Source: an optimization exercise on an open RTL-to-GDS flow (aim: small area). Production flows keep margins and buffers that such runs may drop.
Function was checked by simulation only, so behaviour that the tests miss may differ from the original.
Power figures rest on the tool's default switching activity, not on a simulated workload.

==> flow/design.v <==
module pipe_stage #(
    parameter DATA_WD = 32
)(
    input                       clk,
    input                       rst_n,
    input       [DATA_WD-1:0]   din,
    output reg  [DATA_WD-1:0]   dout,
    input                       pre_valid,
    output                      cur_ready,
    output reg                  cur_valid,
    input                       nxt_ready
);
    assign cur_ready = ~cur_valid | nxt_ready;
    always @(posedge clk)
        if (cur_ready)
            dout <= din;
    always @(posedge clk)
        if (~rst_n)
            cur_valid <= 1'b0;
        else if (cur_ready)
            cur_valid <= pre_valid;
endmodule
`timescale 1ns / 1ps
module axi_stream_insert_header_pipe #(
    parameter   DATA_WD = 32,
    parameter   DATA_BYTE_WD = DATA_WD/8,
    parameter   BYTE_CNT_WD = $clog2(DATA_BYTE_WD)
)
(
        input                       clk,
        input                       rst_n,
        input                       valid_in,
        input   [DATA_WD-1:0]       data_in,
        input   [DATA_BYTE_WD-1:0]  keep_in,
        input                       last_in,
        output                      ready_in,
        output                      valid_out,
        output  [DATA_WD-1:0]       data_out,
        output  [DATA_BYTE_WD-1:0]  keep_out,
        output                      last_out,
        input                       ready_out,
        input                       valid_insert,
        input   [DATA_WD-1:0]       data_insert,
        input   [DATA_BYTE_WD-1:0]  keep_insert,
        input   [BYTE_CNT_WD-1:0]   byte_insert_cnt,
        output                      ready_insert
    );
    localparam DW = DATA_WD + DATA_BYTE_WD + 1;
    localparam HW = DATA_WD + DATA_BYTE_WD;
    reg [7:0] cnt_in, cnt_insert, cnt_out;
    wire out_hi  = |cnt_out[7:2];
    wire hdr_sel = ~out_hi & (cnt_out[1:0] <= byte_insert_cnt);
    wire hdr_lt  = ~out_hi & (cnt_out[1:0] <  byte_insert_cnt);
    wire in_hi   = |cnt_in[7:2];
    wire ins_hi  = |cnt_insert[7:2];
    wire in_lt2  = ~in_hi & ~cnt_in[1];
    wire in_lt3  = ~in_hi & ~(cnt_in[1] & cnt_in[0]);
    wire ins_lt1 = ~ins_hi & ~cnt_insert[1] & ~cnt_insert[0];
    wire ins_lt2 = ~ins_hi & ~cnt_insert[1];
    wire [DW-1:0] d1, d2, d3;
    wire v1, v2, v3, r1, r2, r3;
    wire rdy_nxt = in_lt2 | (~hdr_sel & ready_out);
    pipe_stage #(.DATA_WD(DW)) data_st1 (.clk(clk), .rst_n(rst_n),
        .din({data_in, keep_in, last_in}), .dout(d1),
        .pre_valid(valid_in), .cur_ready(r1), .cur_valid(v1), .nxt_ready(r2));
    pipe_stage #(.DATA_WD(DW)) data_st2 (.clk(clk), .rst_n(rst_n),
        .din(d1), .dout(d2),
        .pre_valid(v1), .cur_ready(r2), .cur_valid(v2), .nxt_ready(r3));
    pipe_stage #(.DATA_WD(DW)) data_st3 (.clk(clk), .rst_n(rst_n),
        .din(d2), .dout(d3),
        .pre_valid(v2), .cur_ready(r3), .cur_valid(v3), .nxt_ready(rdy_nxt));
    wire [HW-1:0] h1, h2;
    wire hv1, hv2, hr1, hr2;
    wire hrdy_nxt = ins_lt1 | (hdr_sel & ready_out);
    pipe_stage #(.DATA_WD(HW)) head_st1 (.clk(clk), .rst_n(rst_n),
        .din({data_insert, keep_insert}), .dout(h1),
        .pre_valid(valid_insert), .cur_ready(hr1), .cur_valid(hv1), .nxt_ready(hr2));
    pipe_stage #(.DATA_WD(HW)) head_st2 (.clk(clk), .rst_n(rst_n),
        .din(h1), .dout(h2),
        .pre_valid(hv1), .cur_ready(hr2), .cur_valid(hv2), .nxt_ready(hrdy_nxt));
    assign ready_insert = rst_n & (ins_lt2 | (hdr_lt & hr1));
    assign ready_in     = rst_n & (in_lt3 | (~hdr_lt & r1));
    assign data_out  = hdr_sel ? h2[HW-1:DATA_BYTE_WD] : d3[DW-1:DATA_BYTE_WD+1];
    assign keep_out  = hdr_sel ? h2[DATA_BYTE_WD-1:0]  : d3[DATA_BYTE_WD:1];
    assign last_out  = ~hdr_sel & d3[0] & v3;
    assign valid_out = hdr_sel ? hv2 : v3;
    always @(posedge clk)
        if (~rst_n)                  cnt_out <= 8'd0;
        else if (valid_out & ready_out) cnt_out <= cnt_out + 8'd1;
    always @(posedge clk)
        if (~rst_n)                  cnt_insert <= 8'd0;
        else if (valid_insert & ready_insert) cnt_insert <= cnt_insert + 8'd1;
    always @(posedge clk)
        if (~rst_n)                  cnt_in <= 8'd0;
        else if (valid_in & ready_in) cnt_in <= cnt_in + 8'd1;
endmodule
clock: 6.0 ns
lec_check: 0
cap_margin: 20
core_margin: 2
core_utilization: 40
slew_margin: 20
run.sh (not shown) runs the stock make flow with config.mk's settings and CLKGATE_MAP_FILE= SYNTH_SCRIPT=/design/flow/synth_recipe.tcl, a recipe that flattens the netlist after the stock synthesis.
Rerun with:
==> flow/flow/run.sh (new file) <==
#!/bin/bash
# Standard ORFS layout with two changes: port buffers use the smallest buffer
# cell, and clock tree synthesis uses the arguments in flow/cts_args (no dummy
# loads, smaller clock buffers).
set -euo pipefail
export BUFFER_PORTS_ARGS="-buffer_cell sky130_fd_sc_hd__buf_1"
export CTS_ARGS="$(cat flow/cts_args)"
bash standard.sh > standard_flow.log 2>&1
==> flow/flow/cts_args (new file) <==
-sink_clustering_enable -repair_clock_nets -dont_use_dummy_load -buf_list sky130_fd_sc_hd__clkbuf_8 -sink_clustering_size 20 -sink_clustering_max_diameter 60
==> flow/standard.sh (new file) <==
#!/bin/bash
# synth_recipe.tcl (not shown) runs the flow's synth.tcl, then flattens the netlist and writes it again
# the make line also repeats each setting of config.mk as NAME=value (left out here)
make -C /OpenROAD-flow-scripts/flow DESIGN_CONFIG=/design/flow/config.mk WORK_HOME=/design/flow/orfs CLKGATE_MAP_FILE= SYNTH_SCRIPT=/design/flow/synth_recipe.tcl "${@:-finish}"
removed: flow/run.sh
What happened:
- sequential power is about the same
- register-to-register slack is worse by 30 ps
- routed wire length barely changes
- utilization shrinks by 6.3 points
- clock-buffer cell count shrinks by 11
- non-clock buffer count shrinks by 1
- power shrinks by about a fifth
- synthesized cell count does not change
- die area is unchanged
- clock power shrinks by well over a third
Rerun with:
==> flow/flow/run.sh (replaced) <==
#!/bin/bash
# Standard ORFS layout, except that port buffers use the smallest buffer cell.
set -euo pipefail
export BUFFER_PORTS_ARGS="-buffer_cell sky130_fd_sc_hd__buf_1"
bash standard.sh > standard_flow.log 2>&1
removed: flow/flow/cts_args
Clock-buffer cell count increases by 13; sequential power hardly moves; design area increases by 7.6%; hold slack improved by 23 ps; clock power increases by 130%; fmax hardly moves.
Rerun with:
==> flow/flow/run.sh (replaced) <==
#!/bin/bash
# Standard ORFS layout with two changes: port buffers use the smallest buffer
# cell, and clock tree synthesis uses the arguments in flow/cts_args (no dummy
# loads, smaller clock buffers).
set -euo pipefail
export BUFFER_PORTS_ARGS="-buffer_cell sky130_fd_sc_hd__buf_1"
export CTS_ARGS="$(cat flow/cts_args)"
bash standard.sh > standard_flow.log 2>&1
==> flow/flow/cts_args (new file) <==
-sink_clustering_enable -repair_clock_nets -dont_use_dummy_load -buf_list sky130_fd_sc_hd__clkbuf_4 -sink_clustering_size 12 -sink_clustering_max_diameter 50
After rerunning:
- via count hardly moves
- setup slack loses 3.2 ps
- worst hold slack loses 15 ps
- count of clock-buffer cells in the layout is lower by 6
- total power is lower by 29%
- register-to-register slack loses 60 ps
- sequential cell count does not change
- design area is lower by 7.6%

* * *

Another version of the RTL of axi_stream_insert_header_pipe (not shown whole).
For scale: roughly 120 I/O pins, ~7000 um2 of cells after synthesis.
export LEC_CHECK = 0
export CAP_MARGIN = 20
export CORE_MARGIN = 2
export CORE_UTILIZATION = 65
export SLEW_MARGIN = 20
create_clock -name core_clock -period 6.0 [get_ports {clk}]
standard.sh (not shown) runs the stock make flow with config.mk's settings and CLKGATE_MAP_FILE= SYNTH_SCRIPT=/design/flow/synth_recipe.tcl, a recipe that flattens the netlist after the stock synthesis.
==> flow/flow/run.sh <==
#!/bin/bash
# Standard ORFS layout with these changes:
#  - after the standard synthesis, the combinational logic (everything but the
#    flip-flops, which keep their names and cells) is re-mapped by ABC for area
#    (flow/area.abc);
#  - each net that drives 30 or more cell inputs gets one buf_4
#    (flow/fanout_buf.py) instead of leaving the repair to upsize its driver;
#  - port buffers use the smallest buffer cell;
#  - clock tree synthesis uses the arguments in flow/cts_args.
set -euo pipefail
export BUFFER_PORTS_ARGS="-buffer_cell sky130_fd_sc_hd__buf_1"
export CTS_ARGS="$(cat flow/cts_args)"
export PRE_GLOBAL_PLACE_TCL="$PWD/flow/pre_gpl.tcl"
R=orfs/results/${FLOW_PLATFORM}/axi_stream_insert_header_pipe/base
LIB=${FLOW_HOME}/platforms/${FLOW_PLATFORM}/lib/sky130_fd_sc_hd__tt_025C_1v80.lib
YOSYS=${FLOW_HOME}/../tools/install/yosys/bin/yosys

bash standard.sh synth > standard_synth.log 2>&1
cp $R/1_2_yosys.v std_synth.v

DONT_USE=""
for c in $(sed -n '/^export DONT_USE_CELLS/,/^#/p' ${FLOW_HOME}/platforms/${FLOW_PLATFORM}/config.mk | grep -o 'sky130_fd_sc_hd__[a-z0-9_]*'); do
  DONT_USE="$DONT_USE -dont_use $c"
done
FLOPS=$(grep -oE '^ *sky130_fd_sc_hd__[a-z0-9_]+' std_synth.v | sort -u | grep -E '__(e|s|se)?df' | tr '\n' ' ')

cat > resyn.ys <<EOY
read_liberty -ignore_miss_func $LIB
blackbox $FLOPS
read_verilog std_synth.v
hierarchy -top ${FLOW_TOP}
flatten
opt_clean -purge
stat -liberty $LIB
abc -liberty $LIB -script flow/area.abc $DONT_USE
opt_clean -purge
setundef -zero
hilomap -singleton -hicell sky130_fd_sc_hd__conb_1 HI -locell sky130_fd_sc_hd__conb_1 LO
splitnets
opt_clean -purge
insbuf -buf sky130_fd_sc_hd__buf_1 A X
opt_clean -purge
rename -hide w:*.*
stat -liberty $LIB
write_verilog -noattr -noexpr -nohex -nodec resyn.v
EOY
$YOSYS -l resyn.log -q resyn.ys > /dev/null 2>&1

python3 flow/fanout_buf.py resyn.v resyn_fb.v 30 sky130_fd_sc_hd__buf_4 > fanout_buf.log 2>&1
cp resyn_fb.v $R/1_2_yosys.v
rm -f $R/1_synth.odb $R/1_synth.sdc
bash standard.sh > standard_flow.log 2>&1
==> flow/flow/fanout_buf.py <==
#!/usr/bin/env python3
"""Give each high-fanout net of a Yosys cell netlist one buffer.

usage: fanout_buf.py IN.v OUT.v MIN_FANOUT BUF_CELL

Every net (except the clock) driven by a cell output and read by at least
MIN_FANOUT cell inputs gets a BUF_CELL that drives all of those inputs; the
original net keeps its driver and any module port it is connected to."""
import re
import sys

src, dst, min_fo, buf = sys.argv[1], sys.argv[2], int(sys.argv[3]), sys.argv[4]
text = open(src).read()
OUT_PINS = {"X", "Y", "Q", "Q_N", "HI", "LO"}
inst_re = re.compile(r"^(\s*)(sky130_fd_sc_hd__\w+)\s+(\S+)\s*\((.*?)\);", re.S | re.M)
pin_re = re.compile(r"\.(\w+)\(\s*([^()]*?)\s*\)")

driven, loads = set(), {}
for m in inst_re.finditer(text):
    for pin, net in pin_re.findall(m.group(4)):
        if pin in OUT_PINS:
            driven.add(net)
        else:
            loads[net] = loads.get(net, 0) + 1

targets = sorted(n for n, c in loads.items() if c >= min_fo and n in driven and n != "clk")
newname = {n: f"_fanout_{i}_" for i, n in enumerate(targets)}


def fix(m):
    body = pin_re.sub(
        lambda p: f".{p.group(1)}({newname[p.group(2)]})"
        if p.group(1) not in OUT_PINS and p.group(2) in newname else p.group(0),
        m.group(4))
    return f"{m.group(1)}{m.group(2)} {m.group(3)} ({body});"


text = inst_re.sub(fix, text)
decl = "".join(f"  wire {w};\n" for w in newname.values())
cells = "".join(
    f"  {buf} _fanout_buf_{i}_ (\n    .A({n}),\n    .X({newname[n]})\n  );\n"
    for i, n in enumerate(targets))
text = text.replace("endmodule", decl + cells + "endmodule", 1)
open(dst, "w").write(text)
print(f"buffered {len(targets)} nets: " + " ".join(f"{n}({loads[n]})" for n in targets))
==> flow/flow/pre_gpl.tcl <==
# Keep the fanout buffers that flow/fanout_buf.py added to the netlist:
# timing-driven global placement would otherwise remove them as synthesis
# buffers before its own repair.
foreach inst [get_cells _fanout_buf_*] {
  set_dont_touch $inst
}
Other scripts of this flow, unchanged in this note and not shown: flow/flow/area.abc, flow/flow/cts_args
The starting point produced a clean layout.
Edit:
--- a/flow/flow/run.sh
+++ b/flow/flow/run.sh
@@ -1,9 +1,7 @@
 #!/bin/bash
-# Standard ORFS layout with these changes:
+# Standard ORFS layout with three changes:
 #  - after the standard synthesis, the combinational logic (everything but the
 #    flip-flops, which keep their names and cells) is re-mapped by ABC for area
 #    (flow/area.abc);
-#  - each net that drives 30 or more cell inputs gets one buf_4
-#    (flow/fanout_buf.py) instead of leaving the repair to upsize its driver;
 #  - port buffers use the smallest buffer cell;
 #  - clock tree synthesis uses the arguments in flow/cts_args.
@@ -11,5 +9,4 @@
 export BUFFER_PORTS_ARGS="-buffer_cell sky130_fd_sc_hd__buf_1"
 export CTS_ARGS="$(cat flow/cts_args)"
-export PRE_GLOBAL_PLACE_TCL="$PWD/flow/pre_gpl.tcl"
 R=orfs/results/${FLOW_PLATFORM}/axi_stream_insert_header_pipe/base
 LIB=${FLOW_HOME}/platforms/${FLOW_PLATFORM}/lib/sky130_fd_sc_hd__tt_025C_1v80.lib
@@ -47,6 +44,5 @@
 $YOSYS -l resyn.log -q resyn.ys > /dev/null 2>&1
 
-python3 flow/fanout_buf.py resyn.v resyn_fb.v 30 sky130_fd_sc_hd__buf_4 > fanout_buf.log 2>&1
-cp resyn_fb.v $R/1_2_yosys.v
+cp resyn.v $R/1_2_yosys.v
 rm -f $R/1_synth.odb $R/1_synth.sdc
 bash standard.sh > standard_flow.log 2>&1
- CORE_UTILIZATION: 65 -> 40
removed: flow/flow/fanout_buf.py
removed: flow/flow/pre_gpl.tcl
Outcome:
- The changed run produced a clean layout
- routed wire length goes up by 5.6%
- final area goes up by 2.2%
- hold slack degrades by 0.071 ns
- power goes up by 1.4%
- sequential share of layout area goes down by 1.7 points
- clock power goes up by 6.1%

[afterwards: timing with drivers on the ports]
How much do the figures lean on ideal ports? The routed layouts below were timed once more, with nothing changed but the port constraints. Step 1 (the two cells are an assumption about what drives the block):
set clk [get_ports {clk}]
set_driving_cell -lib_cell sky130_fd_sc_hd__clkbuf_16 $clk
set_driving_cell -lib_cell sky130_fd_sc_hd__buf_2 [delete_from_list [all_inputs] $clk]
Step 2 moves the port delays by t, midway between the first and last clock arrival at a register: inputs arrive t later, outputs are due t later. That takes back most of the time a late clock gives input paths. Slacks: ideal / step 1 / step 2; pairs: ideal / step 1.
run	shift t [ns]	setup WS [ns]	worst hold slack (ns)
the first run of note 1	0.528	0.901 / 0.875 / 0.875	0.412 / 0.412 / 0.412
the second run of note 1	0.527	1.210 / 1.188 / 1.188	0.382 / 0.382 / 0.382
the third run of note 1	0.538	1.221 / 1.200 / 1.200	0.405 / 0.405 / 0.405
the fourth run of note 1	0.641	1.218 / 1.196 / 1.196	0.390 / 0.390 / 0.390
the first run of note 2	0.595	0.506 / 0.483 / 0.381	0.423 / 0.423 / 0.423
the second run of note 2	0.614	1.186 / 1.141 / 1.136	0.351 / 0.351 / 0.351
After both steps every run listed still meets setup and hold. For the first run of note 2, which loses most, drivers alone change the setup slack by -0.023 ns; drivers and shift together by -0.125 ns.
